Background: an optimization exercise with open tools, aiming at small area and a short achievable clock period. Do not read the settings as production practice. No functional check of the RTL was part of any run shown here. Power is estimated from default activity; no workload was simulated.

==> flow/design.v (outline; a module is shown in full before it is edited, if it fits) <==
// module fft_ctrl: 39 lines
// module Butterfly: 12 lines
// module Butterfly4: 11 lines
// module TwPrep: 20 lines
// module TwTap1: 9 lines
// module TwTap2: 9 lines
// module TwTap3: 5 lines
// module tw1_tree: 594 lines
// module tw2_tree: 338 lines
// module top_FFT: 66 lines
module top_FFT(
    output [24-1:0] out,
    input  [24-1:0] in,
    input clk, reset
);
  // ...
==> flow/run.sh <==
#!/bin/bash
# synth_recipe.tcl (not shown) runs the flow's synth.tcl, then flattens the netlist and writes it again
# the make line also repeats each setting of config.mk as NAME=value (left out here)
make -C /OpenROAD-flow-scripts/flow DESIGN_CONFIG=/design/flow/config.mk WORK_HOME=/design/flow/orfs CLKGATE_MAP_FILE= SYNTH_SCRIPT=/design/flow/synth_recipe.tcl finish
==> flow/config.mk <==
export PLATFORM = sky130hd
export DESIGN_NAME = top_FFT
export DESIGN_NICKNAME = top_FFT
export VERILOG_FILES = /design/flow/design.v
export SDC_FILE = /design/flow/constraint.sdc
export NUM_CORES = 4
export LEC_CHECK = 0
export CAP_MARGIN = 20
export CORE_MARGIN = 2
export CORE_UTILIZATION = 40
export SLEW_MARGIN = 20
==> flow/constraint.sdc <==
create_clock -name core_clock -period 10.0 [get_ports {clk}]
set_input_delay 2.0000 -clock core_clock [delete_from_list [all_inputs] [get_ports {clk}]]
set_output_delay 2.0000 -clock core_clock [all_outputs]
set_load 0.01 [all_outputs]
==> flow_summary.yaml, run 1 <==
yosys:
  synth_edf_count: 0
  synth_top_area_cell: "dfxtp_1"
  synth_area_um2: 36600
  synthMuxAreaShare_pct: 4.24
  synth_compound_area_share_pct: 14.1
placement:
  dp_hpwl_um: 71100
  dp_cells: 5143
worst_setup_path:
  r2r-start: "tap1.t.rK105[20]"
  cp-endpoint: "a7[37]"
  arrival_ps: 5800
power:
  ir_drop_v: 0.000192
  p_comb_mw: 5.27
  powerClk_mw: 2.50
outcome:
  status: "no timing/DRC/antenna violations"
floorplanning:
  io_pins: 50
  initial_core_util_pct: 40.5
  core_um2: 90400
drt:
  via_per_inst: 5.14
  vias: 27055
  drt-met1-wl_um: 45300
  wirelength_um: 92900
  wl_per_cell_um: 17.7
hold_path:
  min_path_cells: 0
clock_tree:
  clock-sinks: 581
  ctsResizeCount: 0
cells_and_area:
  nFillCells: 8721
  design.seq.count: 581
  num_antenna_cells: 0
timing:
  tightest_slew_ps: 1130
  whs_ps: 320
==> run 2: changes to the inputs <==
--- a/flow/config.mk
+++ b/flow/config.mk
@@ -6,6 +6,7 @@
 export NUM_CORES = 4
 export LEC_CHECK = 0
-export CAP_MARGIN = 20
+export CAP_MARGIN = 40
 export CORE_MARGIN = 2
 export CORE_UTILIZATION = 40
-export SLEW_MARGIN = 20
+export SETUP_SLACK_MARGIN = 5
+export SLEW_MARGIN = 60
==> run 2 against run 1 <==
  * Via count hardly changed
  * Critical path depth unchanged
  * Clock power increased by 2%
  * Global-route usage rose by 0.077 points
  * Flip-flop and latch count unchanged
  * Final cell count about the same
  * Die area did not move
  * Register-to-register slack improved by 590 ps
  * Utilization up 0.15 points
  * Worst hold slack got worse by 0.95 ps
  * Combinational power barely moved
  * Fmax grew 12%
  * Critical endpoint unchanged
  * Largest power group unchanged
==> flow_summary.yaml, run 2 <==
worst_setup_path:
  arrival_ps: 5210
  path_buf_inv: 6
  crit_start: "tap1.t.rK105[20]"
  cp-start-kind: "flop"
  cp.required_ps: 10470
  slowest_delay_ps: 600
  r2r_cells: 17
  cp_top_family: "adder cells"
  path_max_fanout: 61
  r2r-start: "tap1.t.rK105[20]"
  path_cells: "buf_6 > inv_4 > nand3_1 > o21ai_0 > fa_1 > inv_1 > fa_1 > inv_1 > fa_1 > inv_1 > fa_1 > inv_1 > ha_1 > o21ai_0 > a21oi_1 > nor2_1 > a21oi_1"
  cp_slowest_cell: "fa_1"
  critical_path_depth: 17
  path_class: "flop to flop"
  end_kind: "flop"
power:
  combPwrFrac_pct: 48.0
  clockPowerShare_pct: 23.1
  power_mw: 11.0
  seq_power_share_pct: 28.9
  swShare_pct: 40.8
  switchingPower_mw: 4.49
  p_per_area_nw_per_um2: 272
  p_leak_nw: 18.6
  internal_power_mw: 6.51
  ir_drop_v: 0.000188
hold_path:
  hp-class: "flop to flop"
  min_path_cells: 0
  holdCritStartpoint: "b0[0]"
global_routing:
  grt_pass1_vias: 26402
  use_met2_pct: 30.5
  grt_start_max_net_pins: 73
  grt_use_met3_pct: 3.15
  track_usage_pct: 19.9
  overflow: 0
  globalRouteMet1Util_pct: 29.2
  grt_pass1_wl_um: 148000
  antenna_found_initial: 2
  busiest_layer: "met2"
timing:
  tightest_slew_ps: 629
  clock.fmax_mhz: 211
  rsz0062_at_grt: "false"
  timing.final.crit_period_ps: 4750
  period_share_pct: 47.5
  setup_viol: 0
  hold_viol_final: 0
  whs_ps: 319
  maxSlewViolCount: 0
  max_slew_margin_pct: 58.0
  fin_skew_ps: 30.3
  fin_ws_ps: 5250
  finalSetupTns_ps: 0
drt:
  vias: 27033
  postRouteAntennaNets: 0
  wl_per_cell_um: 17.7
  via_per_inst: 5.14
  wirelength_um: 93100
  drc: 0
  firstDrtPassIters: 6
  drtIter0Drc: 2160
job:
  drv_cap: 0
cells_and_area:
  drive_above_1_share_pct: 6.29
  layout_common_cells: "dfxtp_1 (561), inv_1 (503), nor2_1 (335)"
  final_nets: 4586
  final_common_cell: "dfxtp_1"
  syn_to_final_growth_pct: 10.3
  top_regs: "a7 (50), b3 (50)"
  fin_util_pct: 44.7
yosys:
  synth_common_cells: "dfxtp_1 (581), inv_1 (503), nor2_1 (338)"
  synth_top_area_cell: "dfxtp_1"
  post_synth_num_cell_types: 87
  synth_edf_count: 0
  syn_nets: 4640
  ys_seq_area_share_pct: 31.8
  synthXorXnorAreaFrac_pct: 6.98
  synth_async_sr_flop_share_pct: 0
  synth_top_family_by_area: "adder cells"
  synthMuxAreaShare_pct: 4.24
  synthTopCellsByArea: "dfxtp_1 (32%), fa_1 (12%), ha_1 (10%)"
  synth_top_area_share_pct: 31.8
  syn_inst: 4089
  synth_seq_cells: 581
  synth_area_um2: 36600
  synth_compound_area_share_pct: 14.1
  synth-main-ff-cell: "dfxtp_1"
  yosys.area_share.simple_pct: 13.1
  yosysWarnings: 5
  avgSynthCellArea_um2: 8.96
  synth_fa_ha_area_share_pct: 22.6
  synth_most_common_cell: "dfxtp_1"
clock_tree:
  clock_latency_ps: 620
  htreeDepth: 3
  cts_tree: "done"
  cts_root_buf: "clkbuf_16"
  path_clk_slew_ps: 60
  cts_buffers: 66
  clockBufferDepth: 3
  ctsResizeCount: 1
  post_cts_buffers: 0
  clock-sinks: 581
  holdBufCountCts: 0
placement:
  io_buffer_count: 49
  place_ws_ps: 5010
  dp_hpwl_um: 71100
  place.gp.congestion: 0.882
floorplanning:
  num_rows: 110
  io_pins: 50
  core_um2: 90400
  die_y_um: 307
  die_area_um2: 94000
  initial_core_util_pct: 40.5
  dieWidth_um: 307
outcome:
  status: "no timing/DRC/antenna violations"
==> run 2: cell counts after synthesis <==
Identical to the previous run, type by type.
==> run 2: stage by stage <==
stage	area [um2]	cells
detailed placement	38100	5143
floorplan	36600	4089
global placement	38000	5143
CTS	40400	5261
finish	40400	5262
global route	40400	5261
==> run 2: routing by layer <==
layer	part of all wire, %	vias to the layer above
li1	-	13420
met1	49	12908
met2	43	600
met3	5.6	105
met4	1.8	0
met5	0	-
==> run 2: cell type report <==
class,count,area [um2]
Inverter,510,1920
Clock buffer,84,1810
Antenna cell,1,2.50
Fill cell,8723,50000
Sequential cell,581,11700
Clock inverter,34,464
Timing Repair Buffer,73,693
Multi-Input combinational cell,2803,22400
Tap cell,1176,1470
==> run 2: path summary, 6_finish.rpt <==
| kind | end | slack (ps) |
|---|---|---|
| hold reg to reg | b1[0] | 320 |
| hold / removal | b1[0] | 320 |
| setup reg to reg | a7[37] | 5250 |
| setup / recovery | a7[37] | 5250 |
==> run 2: cell families after synthesis <==
logic type / after synthesis
AOI/OAI and AO/OA: 816
muxes: 149
buffers and inverters: 705
adders and majority gates: 526
and+or+nand+nor: 1020
xor gates and xnor gates: 292
DFF: 581
==> run 2: power groups by stage <==
stage / clock (mW) / sequential [mW] / combinational, mW
finish: 2.54 / 3.18 / 5.28
global route: 2.70 / 3.22 / 6.19
CTS: 2.60 / 3.17 / 5.33
detailed placement: 0 / 3.21 / 5.28
global placement: 0 / 3.21 / 5.20
floorplan: 0 / 2.86 / 4.27

==> separate check: timing with driven ports <==
Ports are ideal in the flow. The routed layouts listed here were re-timed in OpenROAD. Step 1, drivers: a clkbuf_16 drives clk and a buf_2 each remaining input, both assumed. Step 2 moves the port delays by t, midway between the first and last clock arrival at a register: inputs arrive t later, outputs are due t later. That takes back most of the time a late clock gives input paths. Three values: ideal ports, drivers, drivers and shift; two values: the first two.
run	t, ns	setup WS [ns]	latest minus earliest clock arrival (ns)	worst data-port slew with drivers (ns)	pins driven straight from the clock port
run 1	0.662	4.665 / 4.665 / 4.665	0.022 / 0.022	0.05	1
run 2	0.672	5.252 / 5.252 / 5.252	0.034 / 0.034	0.05	1
After both steps setup and hold are still met in every run listed.
